This design comes from an exercise in tuning for small area, a short achievable clock period and few clock cycles on the open sky130 flow, not from production work.
The RTL was checked by simulation tests, not by an equivalence proof against the original design.

===== flow/design.v =====
typedef enum logic[1:0]{
    ACCU_FSM_IDLE = 2'b00,
    ACCU_FSM_CAL,
    ACCU_FSM_VLD
}cmac_accu_fsm_e;
module ytydla_cmac_mul(
    clk,
    rst_n,
    data,
    weight,
    result);
    input               clk;
    input               rst_n;
    input   signed           [32 - 1:0]   data;
    input   signed           [32 - 1:0]   weight;
    output  signed           [32 - 1:0]   result;
    logic   signed           [2 * 32 - 1:0] temp;
    logic   [32 - 1:0] pre_output;
    assign  temp = (data * weight) >> 12;
    assign  result = pre_output;
    always_ff @(posedge clk or negedge rst_n)begin
        if (~rst_n) begin
            pre_output <= 32'b0;
        end
        else begin
            pre_output <= temp;
        end
    end
endmodule
module ytydla_cmac_accu(ytydla_core_clk,
                             ytydla_core_rst_n,
                             cmac2accu_valid,
                             cmac2accu_adder_0,
                             cmac2accu_adder_1,
                             cmac2accu_adder_2,
                             cmac2accu_adder_3,
                             cmac2accu_adder_4,
                             cmac2accu_adder_5,
                             cmac2accu_adder_6,
                             cmac2accu_adder_7,
                             accu2cmac_aggregation,
                             accu2cmac_valid);
    input                               ytydla_core_clk;
    input                               ytydla_core_rst_n;
    input                               cmac2accu_valid;
    input    [32 - 1:0] cmac2accu_adder_0;
    input    [32 - 1:0] cmac2accu_adder_1;
    input    [32 - 1:0] cmac2accu_adder_2;
    input    [32 - 1:0] cmac2accu_adder_3;
    input    [32 - 1:0] cmac2accu_adder_4;
    input    [32 - 1:0] cmac2accu_adder_5;
    input    [32 - 1:0] cmac2accu_adder_6;
    input    [32 - 1:0] cmac2accu_adder_7;
    output   logic  [32 - 1:0] accu2cmac_aggregation;
    output   logic                       accu2cmac_valid;
    cmac_accu_fsm_e                     cmac_accu_fsm;
    logic      [2:0]                    cal_time;
    logic   [32 - 1:0] accu_level1_0;
    logic   [32 - 1:0] accu_level1_1;
    logic   [32 - 1:0] accu_level2_0;
    assign accu2cmac_valid = (cmac_accu_fsm == ACCU_FSM_VLD);
    always_ff @(posedge ytydla_core_clk or negedge ytydla_core_rst_n) begin
        if (~ytydla_core_rst_n) begin
            cmac_accu_fsm <= ACCU_FSM_IDLE;
        end else begin
            case (cmac_accu_fsm)
                ACCU_FSM_IDLE: 
                cmac_accu_fsm <= cmac2accu_valid ? ACCU_FSM_CAL : ACCU_FSM_IDLE;
                ACCU_FSM_CAL :
                if (cal_time >= 2) begin
                    cmac_accu_fsm <= ACCU_FSM_VLD;
                end
                else begin
                    cmac_accu_fsm <= ACCU_FSM_CAL;
                end
                ACCU_FSM_VLD:
                cmac_accu_fsm <= ACCU_FSM_IDLE;
            endcase
        end
    end
    always_ff @(posedge ytydla_core_clk or negedge ytydla_core_rst_n) begin
        if (~ytydla_core_rst_n) begin
            cal_time <= 'b0;
        end
        else begin
            if (cmac_accu_fsm == ACCU_FSM_CAL)
                cal_time <= cal_time + 1;
            else
                cal_time <= 'b0; 
        end
    end
    always_ff   @(posedge ytydla_core_clk) begin
        accu_level1_0 <= cmac2accu_adder_3 + cmac2accu_adder_2 + cmac2accu_adder_1 + cmac2accu_adder_0;
    end
    always_ff   @(posedge ytydla_core_clk) begin
        accu_level1_1 <= cmac2accu_adder_7 + cmac2accu_adder_6 + cmac2accu_adder_5 + cmac2accu_adder_4;
    end
    always_ff   @(posedge ytydla_core_clk) begin
        accu_level2_0 <= accu_level1_1 + accu_level1_0;
    end
    always_ff   @(posedge ytydla_core_clk) begin
        accu2cmac_aggregation <= accu_level2_0;
    end
endmodule
module ytydla_cmac(ytydla_core_clk,
                        ytydla_core_rst_n,
                        mem2cmac_valid,
                        mem2cmac_dat_0,
                        mem2cmac_dat_1,
                        mem2cmac_dat_2,
                        mem2cmac_dat_3,
                        mem2cmac_dat_4,
                        mem2cmac_dat_5,
                        mem2cmac_dat_6,
                        mem2cmac_dat_7,
                        mem2cmac_dat_size,
                        mem2cmac_wt_0,
                        mem2cmac_wt_1,
                        mem2cmac_wt_2,
                        mem2cmac_wt_3,
                        mem2cmac_wt_4,
                        mem2cmac_wt_5,
                        mem2cmac_wt_6,
                        mem2cmac_wt_7,
                        cmac2mem_result,
                        cmac2mem_valid);
    input                                    ytydla_core_clk;
    input                                    ytydla_core_rst_n;
    input                                    mem2cmac_valid;
    input       [32 - 1:0]  mem2cmac_dat_0;
    input       [32 - 1:0]  mem2cmac_dat_1;
    input       [32 - 1:0]  mem2cmac_dat_2;
    input       [32 - 1:0]  mem2cmac_dat_3;
    input       [32 - 1:0]  mem2cmac_dat_4;
    input       [32 - 1:0]  mem2cmac_dat_5;
    input       [32 - 1:0]  mem2cmac_dat_6;
    input       [32 - 1:0]  mem2cmac_dat_7;
    input       [31:0]                       mem2cmac_dat_size;
    input       [32 - 1:0]  mem2cmac_wt_0;
    input       [32 - 1:0]  mem2cmac_wt_1;
    input       [32 - 1:0]  mem2cmac_wt_2;
    input       [32 - 1:0]  mem2cmac_wt_3;
    input       [32 - 1:0]  mem2cmac_wt_4;
    input       [32 - 1:0]  mem2cmac_wt_5;
    input       [32 - 1:0]  mem2cmac_wt_6;
    input       [32 - 1:0]  mem2cmac_wt_7;
    output  logic  [32 - 1:0]  cmac2mem_result;
    output  logic                               cmac2mem_valid;
    logic         [32 - 1:0]  cmac_dat_0;
    logic         [32 - 1:0]  cmac_dat_1;
    logic         [32 - 1:0]  cmac_dat_2;
    logic         [32 - 1:0]  cmac_dat_3;
    logic         [32 - 1:0]  cmac_dat_4;
    logic         [32 - 1:0]  cmac_dat_5;
    logic         [32 - 1:0]  cmac_dat_6;
    logic         [32 - 1:0]  cmac_dat_7;
    logic         [32 - 1:0]  cmac_wt_0;
    logic         [32 - 1:0]  cmac_wt_1;
    logic         [32 - 1:0]  cmac_wt_2;
    logic         [32 - 1:0]  cmac_wt_3;
    logic         [32 - 1:0]  cmac_wt_4;
    logic         [32 - 1:0]  cmac_wt_5;
    logic         [32 - 1:0]  cmac_wt_6;
    logic         [32 - 1:0]  cmac_wt_7;
    logic         [32 - 1:0]  mul_result_0;
    logic         [32 - 1:0]  mul_result_1;
    logic         [32 - 1:0]  mul_result_2;
    logic         [32 - 1:0]  mul_result_3;
    logic         [32 - 1:0]  mul_result_4;
    logic         [32 - 1:0]  mul_result_5;
    logic         [32 - 1:0]  mul_result_6;
    logic         [32 - 1:0]  mul_result_7;
    logic                                      input_valid_d1;       
    logic                                      cmac2accu_valid;
    logic                                      accu2cmac_valid;
    assign cmac2mem_valid = accu2cmac_valid;
    always_ff @(posedge ytydla_core_clk or negedge ytydla_core_rst_n) begin
        if (~ytydla_core_rst_n) begin
            input_valid_d1 <= 0;
        end
        else begin
            input_valid_d1 <= mem2cmac_valid;
        end
    end
    always_ff @(posedge ytydla_core_clk or negedge ytydla_core_rst_n) begin
        if (~ytydla_core_rst_n) begin
            cmac2accu_valid <= 0;
        end
        else begin
            cmac2accu_valid <= input_valid_d1;
        end
    end
    always_ff @(posedge ytydla_core_clk or negedge ytydla_core_rst_n) begin
        if (~ytydla_core_rst_n)begin
            cmac_dat_0 <= 0;
        end
        else begin
            if(mem2cmac_dat_size > 0) begin
                cmac_dat_0 <= mem2cmac_dat_0;
            end
            else begin
                cmac_dat_0 <= 0;
            end
        end
    end
    always_ff @(posedge ytydla_core_clk or negedge ytydla_core_rst_n) begin
        if (~ytydla_core_rst_n)begin
            cmac_dat_1 <= 0;
        end
        else begin
            if(mem2cmac_dat_size > 1) begin
                cmac_dat_1 <= mem2cmac_dat_1;
            end
            else begin
                cmac_dat_1 <= 0;
            end
        end
    end
    always_ff @(posedge ytydla_core_clk or negedge ytydla_core_rst_n) begin
        if (~ytydla_core_rst_n)begin
            cmac_dat_2 <= 0;
        end
        else begin
            if(mem2cmac_dat_size > 2) begin
                cmac_dat_2 <= mem2cmac_dat_2;
            end
            else begin
                cmac_dat_2 <= 0;
            end
        end
    end
    always_ff @(posedge ytydla_core_clk or negedge ytydla_core_rst_n) begin
        if (~ytydla_core_rst_n)begin
            cmac_dat_3 <= 0;
        end
        else begin
            if(mem2cmac_dat_size > 3) begin
                cmac_dat_3 <= mem2cmac_dat_3;
            end
            else begin
                cmac_dat_3 <= 0;
            end
        end
    end
    always_ff @(posedge ytydla_core_clk or negedge ytydla_core_rst_n) begin
        if (~ytydla_core_rst_n)begin
            cmac_dat_4 <= 0;
        end
        else begin
            if(mem2cmac_dat_size > 4) begin
                cmac_dat_4 <= mem2cmac_dat_4;
            end
            else begin
                cmac_dat_4 <= 0;
            end
        end
    end
    always_ff @(posedge ytydla_core_clk or negedge ytydla_core_rst_n) begin
        if (~ytydla_core_rst_n)begin
            cmac_dat_5 <= 0;
        end
        else begin
            if(mem2cmac_dat_size > 5) begin
                cmac_dat_5 <= mem2cmac_dat_5;
            end
            else begin
                cmac_dat_5 <= 0;
            end
        end
    end
    always_ff @(posedge ytydla_core_clk or negedge ytydla_core_rst_n) begin
        if (~ytydla_core_rst_n)begin
            cmac_dat_6 <= 0;
        end
        else begin
            if(mem2cmac_dat_size > 6) begin
                cmac_dat_6 <= mem2cmac_dat_6;
            end
            else begin
                cmac_dat_6 <= 0;
            end
        end
    end
    always_ff @(posedge ytydla_core_clk or negedge ytydla_core_rst_n) begin
        if (~ytydla_core_rst_n)begin
            cmac_dat_7 <= 0;
        end
        else begin
            if(mem2cmac_dat_size > 7) begin
                cmac_dat_7 <= mem2cmac_dat_7;
            end
            else begin
                cmac_dat_7 <= 0;
            end
        end
    end
    always_ff @(posedge ytydla_core_clk or negedge ytydla_core_rst_n) begin
        if (~ytydla_core_rst_n)begin
            cmac_wt_0 <= 0;
        end
        else begin
            if(mem2cmac_dat_size > 0) begin
                cmac_wt_0 <= mem2cmac_wt_0;
            end
            else begin
                cmac_wt_0 <= 0;
            end
        end
    end
    always_ff @(posedge ytydla_core_clk or negedge ytydla_core_rst_n) begin
        if (~ytydla_core_rst_n)begin
            cmac_wt_1 <= 0;
        end
        else begin
            if(mem2cmac_dat_size > 1) begin
                cmac_wt_1 <= mem2cmac_wt_1;
            end
            else begin
                cmac_wt_1 <= 0;
            end
        end
    end
    always_ff @(posedge ytydla_core_clk or negedge ytydla_core_rst_n) begin
        if (~ytydla_core_rst_n)begin
            cmac_wt_2 <= 0;
        end
        else begin
            if(mem2cmac_dat_size > 2) begin
                cmac_wt_2 <= mem2cmac_wt_2;
            end
            else begin
                cmac_wt_2 <= 0;
            end
        end
    end
    always_ff @(posedge ytydla_core_clk or negedge ytydla_core_rst_n) begin
        if (~ytydla_core_rst_n)begin
            cmac_wt_3 <= 0;
        end
        else begin
            if(mem2cmac_dat_size > 3) begin
                cmac_wt_3 <= mem2cmac_wt_3;
            end
            else begin
                cmac_wt_3 <= 0;
            end
        end
    end
    always_ff @(posedge ytydla_core_clk or negedge ytydla_core_rst_n) begin
        if (~ytydla_core_rst_n)begin
            cmac_wt_4 <= 0;
        end
        else begin
            if(mem2cmac_dat_size > 4) begin
                cmac_wt_4 <= mem2cmac_wt_4;
            end
            else begin
                cmac_wt_4 <= 0;
            end
        end
    end
    always_ff @(posedge ytydla_core_clk or negedge ytydla_core_rst_n) begin
        if (~ytydla_core_rst_n)begin
            cmac_wt_5 <= 0;
        end
        else begin
            if(mem2cmac_dat_size > 5) begin
                cmac_wt_5 <= mem2cmac_wt_5;
            end
            else begin
                cmac_wt_5 <= 0;
            end
        end
    end
    always_ff @(posedge ytydla_core_clk or negedge ytydla_core_rst_n) begin
        if (~ytydla_core_rst_n)begin
            cmac_wt_6 <= 0;
        end
        else begin
            if(mem2cmac_dat_size > 6) begin
                cmac_wt_6 <= mem2cmac_wt_6;
            end
            else begin
                cmac_wt_6 <= 0;
            end
        end
    end
    always_ff @(posedge ytydla_core_clk or negedge ytydla_core_rst_n) begin
        if (~ytydla_core_rst_n)begin
            cmac_wt_7 <= 0;
        end
        else begin
            if(mem2cmac_dat_size > 7) begin
                cmac_wt_7 <= mem2cmac_wt_7;
            end
            else begin
                cmac_wt_7 <= 0;
            end
        end
    end
    ytydla_cmac_mul mul_0(.clk      (ytydla_core_clk),
                          .rst_n    (ytydla_core_rst_n),
                          .data     (cmac_dat_0),
                          .weight   (cmac_wt_0),
                          .result   (mul_result_0));
    ytydla_cmac_mul mul_1(.clk      (ytydla_core_clk),
                          .rst_n    (ytydla_core_rst_n),
                          .data     (cmac_dat_1),
                          .weight   (cmac_wt_1),
                          .result   (mul_result_1));
    ytydla_cmac_mul mul_2(.clk      (ytydla_core_clk),
                          .rst_n    (ytydla_core_rst_n),
                          .data     (cmac_dat_2),
                          .weight   (cmac_wt_2),
                          .result   (mul_result_2));
    ytydla_cmac_mul mul_3(.clk      (ytydla_core_clk),
                          .rst_n    (ytydla_core_rst_n),
                          .data     (cmac_dat_3),
                          .weight   (cmac_wt_3),
                          .result   (mul_result_3));
    ytydla_cmac_mul mul_4(.clk      (ytydla_core_clk),
                          .rst_n    (ytydla_core_rst_n),
                          .data     (cmac_dat_4),
                          .weight   (cmac_wt_4),
                          .result   (mul_result_4));
    ytydla_cmac_mul mul_5(.clk      (ytydla_core_clk),
                          .rst_n    (ytydla_core_rst_n),
                          .data     (cmac_dat_5),
                          .weight   (cmac_wt_5),
                          .result   (mul_result_5));
    ytydla_cmac_mul mul_6(.clk      (ytydla_core_clk),
                          .rst_n    (ytydla_core_rst_n),
                          .data     (cmac_dat_6),
                          .weight   (cmac_wt_6),
                          .result   (mul_result_6));
    ytydla_cmac_mul mul_7(.clk      (ytydla_core_clk),
                          .rst_n    (ytydla_core_rst_n),
                          .data     (cmac_dat_7),
                          .weight   (cmac_wt_7),
                          .result   (mul_result_7));
    ytydla_cmac_accu   cmac_accu(
                                .ytydla_core_clk    (ytydla_core_clk),
                                .ytydla_core_rst_n  (ytydla_core_rst_n),
                                .cmac2accu_valid    (cmac2accu_valid),
                                .cmac2accu_adder_0  (mul_result_0),
                                .cmac2accu_adder_1  (mul_result_1),
                                .cmac2accu_adder_2  (mul_result_2),
                                .cmac2accu_adder_3  (mul_result_3),
                                .cmac2accu_adder_4  (mul_result_4),
                                .cmac2accu_adder_5  (mul_result_5),
                                .cmac2accu_adder_6  (mul_result_6),
                                .cmac2accu_adder_7  (mul_result_7),
                                .accu2cmac_aggregation (cmac2mem_result),
                                .accu2cmac_valid     (accu2cmac_valid));
endmodule

===== flow/run.sh =====
#!/bin/bash
# synth_recipe.tcl (not shown) runs the flow's synth.tcl, then flattens the netlist and writes it again
# the make line also repeats each setting of config.mk as NAME=value (left out here)
make -C /OpenROAD-flow-scripts/flow DESIGN_CONFIG=/design/flow/config.mk WORK_HOME=/design/flow/orfs CLKGATE_MAP_FILE= SYNTH_SCRIPT=/design/flow/synth_recipe.tcl finish

===== flow/config.mk =====
export PLATFORM = sky130hd
export DESIGN_NAME = ytydla_cmac
export DESIGN_NICKNAME = ytydla_cmac
export VERILOG_FILES = /design/flow/design.v
export SDC_FILE = /design/flow/constraint.sdc
export NUM_CORES = 4
export LEC_CHECK = 0
export CAP_MARGIN = 20
export CORE_MARGIN = 2
export CORE_UTILIZATION = 45
export PLACE_DENSITY = 0.6
export SLEW_MARGIN = 20

===== flow/constraint.sdc =====
create_clock -name core_clock -period 9.0 [get_ports {ytydla_core_clk}]
set_input_delay 1.8000 -clock core_clock [delete_from_list [all_inputs] [get_ports {ytydla_core_clk}]]
set_output_delay 1.8000 -clock core_clock [all_outputs]
set_load 0.01 [all_outputs]

==> flow_metrics.tcl <==
set metrics [dict create \
    synthCells 24700 \
    grt_pass1_wl_um 1080000 \
    clkLatencyLatePin_ns 0.93 \
    start_kind "flop" \
    drc 0 \
    routed_via_density 5.03 \
    crit_family "adder cells" \
    cap_viol_max_count 0 \
    gr-total-overflow 0 \
    boundaryPins 580 \
    ys_warn_count 3 \
    tightest_slew_ns 1.15 \
    grt_pass1_vias 181000 \
    antenna_left 0 \
    r2r-start "cmac_wt_0[4]" \
    status "timing/DRC/antenna clean" \
    cpMaxStageDelayCell "dfrtp_1" \
    num_rows 267 \
    drt_iter0_markers 8920 \
    cpPeakStageDelay_ns 0.95 \
    layout_common_cells "fa_1, inv_1, and2_1, nand2_1, ha_1" \
    die_h_um 733 \
    synth-edff-count 0 \
    clockBufferDepth 4 \
    drt_pass1_iterations 6 \
    setup.worst_path.end_class "flop" \
    avgRoutedWirePerCell_um 21.3 \
    final_nets 32700 \
    final_common_cell "fa_1" \
    crit_buf_inv 4 \
    dp.cells 31600 \
    tns_ns 0 \
    hold_class "reg -> reg" \
    grt_max_degree 136 \
    ys_seq_area_share_pct 9.19 \
    postCtsSetupBuffers 0 \
    synth_cell_types 94 \
    ys_seq_elements 903 \
    cts_tree "built" \
    clock_skew_ns 0.0770 \
    pre_cts_ws_ns 0.655 \
    final_cell_count_no_fill 31900 \
    slew-limit-headroom_pct 23.3 \
    cp.required_ns 9.77 \
    synth_area_mm2 0.239 \
    period_share_pct 92.9 \
    place_hpwl_um 576000 \
    cp_max_fo 24 \
    min_from "cmac_accu.accu_level2_0[31]" \
    synth_nets 32700 \
    hold_buffers 0 \
    die-area_mm2 0.537 \
    cp-startpoint "cmac_wt_0[4]" \
    finalHoldViolations 0 \
    root_buffer "clkbuf_16" \
    place_congestion 0.898 \
    maxSlewViolCount 0 \
    min_period_ns 8.36 \
    rsz0062_at_grt "false" \
    clk_pin_slew_ns 0.05 \
    initial_core_util_pct 45.2 \
    max_freq_mhz 120 \
    fin_ws_ns 0.638 \
    arrival_ns 9.13 \
    numPortBuffers 579 \
    synthToLayoutAreaGrowth_pct 7.96 \
    ctsResizeCount 0 \
    async_flop_share_pct 85.8 \
    grt_antenna_before_repair 71 \
    wirelength_um 679000 \
    critPathKind "reg -> reg" \
    grt_usage_pct 26.3 \
    cts-buffers-inserted 137 \
    drive_gt1_share_pct 3.40 \
    core_mm2 0.529 \
    crit_top_cell "fa_1" \
    vias 160000 \
    ys.flop_type "dfrtp_1" \
    finalSetupViolCount 0 \
    syn_avg_cell_area_um2 9.67 \
    htree_levels 4 \
    cts_sinks 903 \
    dieWidth_um 733 \
]
area by class of cell:
| cell class | instances | area, µm² |
|---|---|---|
| clock inverter | 69 | 846 |
| tap | 6994 | 8750 |
| inverter | 5954 | 22300 |
| timing repair buffer | 1108 | 9920 |
| sequential | 903 | 22000 |
| antenna | 91 | 228 |
| multi-input combinational | 16600 | 190000 |
| clock buffer | 177 | 3920 |
| fill | 49400 | 271000 |
stage by stage:
step,instance area (µm²),hold slack (ns),util (%)
after global placement,253000,0.312,47.8
after floorplan,239000,0.310,-
after CTS,258000,0.325,48.7
final,258000,0.324,48.8
after global routing,258000,0.329,48.8
after detailed placement,253000,0.313,47.8
path summary, 6_finish.rpt:
kind | end | slack, ns | cells past startpoint
worst max-delay path | mul_0.pre_output[26] | 0.64 | 25
worst min-delay path | cmac_accu.accu2cmac_aggregation[31] | 0.32 | 0
worst max register to register | mul_0.pre_output[26] | 0.64 | 25
worst min register to register | cmac_accu.accu2cmac_aggregation[31] | 0.32 | 0
max in group asynchronous | cmac_wt_1[12] | 6.15 | 3
min in group asynchronous | cmac_dat_7[8] | 0.90 | 1
logic make-up (layout without fill, tap and decap cells):
group / Yosys count / after routing / synth area share [%]
XOR/XNOR: 688 / 688 / 2.52
other: 0 / 91 / 0
buffers and inverters: 7217 / 7308 / 11.3
AND/OR/NAND/NOR: 7789 / 7789 / 16.9
flip-flops: 903 / 903 / 9.19
adder cells (fa/ha/maj): 7454 / 7454 / 58.1
AO/OA/AOI/OAI: 666 / 666 / 1.93
multiplexers: 2 / 2 / 0.00838
routing by layer:
metal,wire [µm],global-route usage (%),part of all wire (%)
met5,96,0,0.014
met4,36300,11.5,5.3
met3,39100,3.80,5.8
met2,328000,43.9,48
met1,275000,34.4,41
synth_stat cells, drive strengths merged, types with 54 or more instances:
| library cell | n | area [µm²] |
|---|---|---|
| ha | 1369 | 17100 |
| xor2 | 157 | 1380 |
| clkbuf | 1250 | 4690 |
| o21a | 54 | 405 |
| fa | 6085 | 122000 |
| and2 | 3572 | 22300 |
| nand2b | 79 | 494 |
| inv | 5954 | 22300 |
| nor2 | 202 | 758 |
| dfxtp | 128 | 2560 |
| o21ai | 109 | 561 |
| nor2b | 558 | 3490 |
| nor3 | 63 | 315 |
| xnor2 | 531 | 4650 |
| nand2 | 3145 | 11800 |
| a21o | 109 | 818 |
| a21oi | 191 | 967 |
| dfrtp | 775 | 19400 |
Testbench counts, summed over its fixed seeds: cycles 16,800.

[separate check: timing with driven ports]
The results above use ideal ports. As a check the final layout listed here was re-extracted and re-timed, cells and wires unchanged.
Step 1, drivers: a clkbuf_16 drives ytydla_core_clk and a buf_2 each remaining input, both assumed.
Step 2 times the ports against the registers' clock, not the clock port: input delays grow and output delays shrink by t, the midpoint of the rising clock arrivals with the driver on.
a / b / c = ideal / step 1 / step 2; a / b = the first two.
t, ns: 1.019
setup WS [ns]: 0.638 / 0.638 / 0.638
worst hold slack (ns): 0.324 / 0.324 / 0.324
cell pins on the clock port's net: 1
After both steps setup and hold are still met in this run. The setup slack of this run moves by 0.000 ns with the drivers and by 0.000 ns with both steps.
